What follows belongs to an exercise in optimizing a design on an open flow for small area; a production flow would make more cautious choices. Function was checked by simulation only, so behaviour that the tests miss may differ from the original. Power and IR drop assume default switching activity.

rev 12:
==> flow/design.v (excerpt) <==
module usb_cdl(
    input logic clk,
    input logic n_rst,
    input logic hsel,
    input logic [7:0] haddr,
    input logic [1:0] hsize,
    input logic [1:0] htrans,
    input logic [2:0] hburst,
    input logic hwrite,
    input logic [31:0] hwdata,
    output logic [31:0] hrdata,
    output logic hresp,
    output logic hready,
    input logic dplus_in,
    input logic dminus_in,
    output logic dplus_out,
    output logic dminus_out,
    output logic d_mode
);
==> flow/config.mk <==
export PLATFORM = sky130hd
export DESIGN_NAME = usb_cdl
export DESIGN_NICKNAME = usb_cdl
export VERILOG_FILES = /design/flow/design.v
export SDC_FILE = /design/flow/constraint.sdc
export NUM_CORES = 4
export LEC_CHECK = 0
export CAP_MARGIN = 20
export CORE_MARGIN = 2
export CORE_UTILIZATION = 70
export CTS_BUF_LIST = sky130_fd_sc_hd__clkbuf_8
export CTS_CLUSTER_DIAMETER = 50
export CTS_CLUSTER_SIZE = 16
export SLEW_MARGIN = 20
export SYNTH_HIERARCHICAL = 1
export AREA_ABC_SCRIPT = /design/flow/flow/area.abc
export CTS_ARGS = -sink_clustering_enable -repair_clock_nets -sink_clustering_size 18 -sink_clustering_max_diameter 50 -buf_list sky130_fd_sc_hd__clkbuf_8 -dont_use_dummy_load
export BUFFER_PORTS_ARGS = -buffer_cell sky130_fd_sc_hd__buf_1
==> flow/constraint.sdc <==
create_clock -name core_clock -period 10.0 [get_ports {clk}]
set_input_delay 2.0000 -clock core_clock [delete_from_list [all_inputs] [get_ports {clk}]]
set_output_delay 2.0000 -clock core_clock [all_outputs]
set_load 0.01 [all_outputs]
standard.sh (not shown) runs the stock make flow with config.mk's settings and CLKGATE_MAP_FILE= SYNTH_SCRIPT=/design/flow/synth_recipe.tcl, a recipe that flattens the netlist after the stock synthesis.
==> flow/flow/run.sh <==
#!/bin/bash
# Own layout flow: the standard flow (standard.sh) with
# - synthesis by flow/area_synth.tcl: the standard flow's synthesis script with an
#   area-oriented ABC mapping script (flow/area.abc);
# - a smaller clock tree: sink clusters of up to 18 flip-flops under clkbuf_8
#   leaf buffers, no dummy loads;
# - minimum-size (buf_1) port buffers.
# Each step's log is under orfs/logs/; standard.sh's output is in standard.log.
set -e
cat >> config.mk <<EOC
export AREA_ABC_SCRIPT = $PWD/flow/area.abc
export CTS_ARGS = -sink_clustering_enable -repair_clock_nets -sink_clustering_size 18 -sink_clustering_max_diameter 50 -buf_list sky130_fd_sc_hd__clkbuf_8 -dont_use_dummy_load
export BUFFER_PORTS_ARGS = -buffer_cell sky130_fd_sc_hd__buf_1
EOC
bash standard.sh SYNTH_SCRIPT=$PWD/flow/area_synth.tcl finish > standard.log 2>&1
==> flow/flow/area.abc <==
strash
&get -n
&fraig -x
&put
scorr
dc2
strash
&get -n
&dch -f
&nf -R 1000 -p -F 8 -A 4
&put
==> flow/flow/area_synth.tcl <==
# The standard flow's synthesis script (synth_recipe.tcl) with one change: ABC maps the
# logic with an area-oriented script (flow/area.abc, given by AREA_ABC_SCRIPT)
# instead of ORFS's delay-oriented one. Registers are mapped before ABC runs,
# so they are the same as in the standard synthesis.
proc synth {args} { yosys synth -nofsm -noshare {*}$args }
proc abc {args} {
  set i [lsearch -exact $args -script]
  if {$i >= 0} { set args [lreplace $args $i [expr {$i + 1}] -script $::env(AREA_ABC_SCRIPT)] }
  yosys abc {*}$args
}
source $::env(SCRIPTS_DIR)/synth.tcl
# left out here: clear keep_hierarchy, flatten, clean up, hide names made inside functions, write 1_2_yosys.v
diff inputs: rev 12 => rev 13
Settings: CORE_UTILIZATION changed from 70 to 65.
diff --git a/flow/flow/area.abc b/flow/flow/area.abc
--- a/flow/flow/area.abc
+++ b/flow/flow/area.abc
@@ -7,0 +8,2 @@
+balance -l; resub -K 6 -l; rewrite -l; resub -K 6 -N 2 -l; refactor -l; resub -K 8 -l; balance -l; resub -K 8 -N 2 -l; rewrite -l; resub -K 10 -l; rewrite -z -l; resub -K 10 -N 2 -l; balance -l; resub -K 12 -l; refactor -z -l; resub -K 12 -N 2 -l; rewrite -z -l; balance -l
+strash
There was hardly any difference in non-clock buffer share of cell area between rev 13 and rev 12.
Changes observed in rev 13 relative to rev 12: combinational fraction of design power went up; placer congestion estimate went up; layout multi-input combinational cell count went down; area of the die went up; power went up.
Between rev 13 and rev 12, the final cell count without fillers figures differ only marginally.
Taking rev 12 as the reference, in rev 13 sequential share of cell area flat; area after detailed placement flat; met2 track demand over resource in global routing down 3.2 points; number of DRC violations after detailed-routing iteration 0 down 11%.

-- re-timing with driven ports --
The flow's constraints put no driver on any port. The routed layouts listed below were extracted and timed again, unchanged, in two steps.
Step 1: set_driving_cell puts a clkbuf_16 on clk and a buf_2 on each other input, an assumption about the parent block.
Step 2 times the ports against the registers' clock, not the clock port: input delays grow and output delays shrink by t, the midpoint of the rising clock arrivals with the driver on.
Slacks: ideal / step 1 / step 2; pairs: ideal / step 1.
run | shift t [ns] | setup slack, ns | worst hold slack (ns) | worst setup path at the end | clock arrival spread, ns
rev 12 | 0.724 | 3.831 / 3.810 / 3.810 | 0.361 / 0.361 / 0.361 | input to output | 0.111 / 0.111
rev 13 | 0.707 | 3.805 / 3.785 / 3.785 | 0.352 / 0.352 / 0.352 | input to output | 0.066 / 0.065
After both steps setup and hold are still met in every run listed. For rev 12, which loses most, drivers alone change the setup slack by -0.021 ns; drivers and shift together by -0.021 ns.
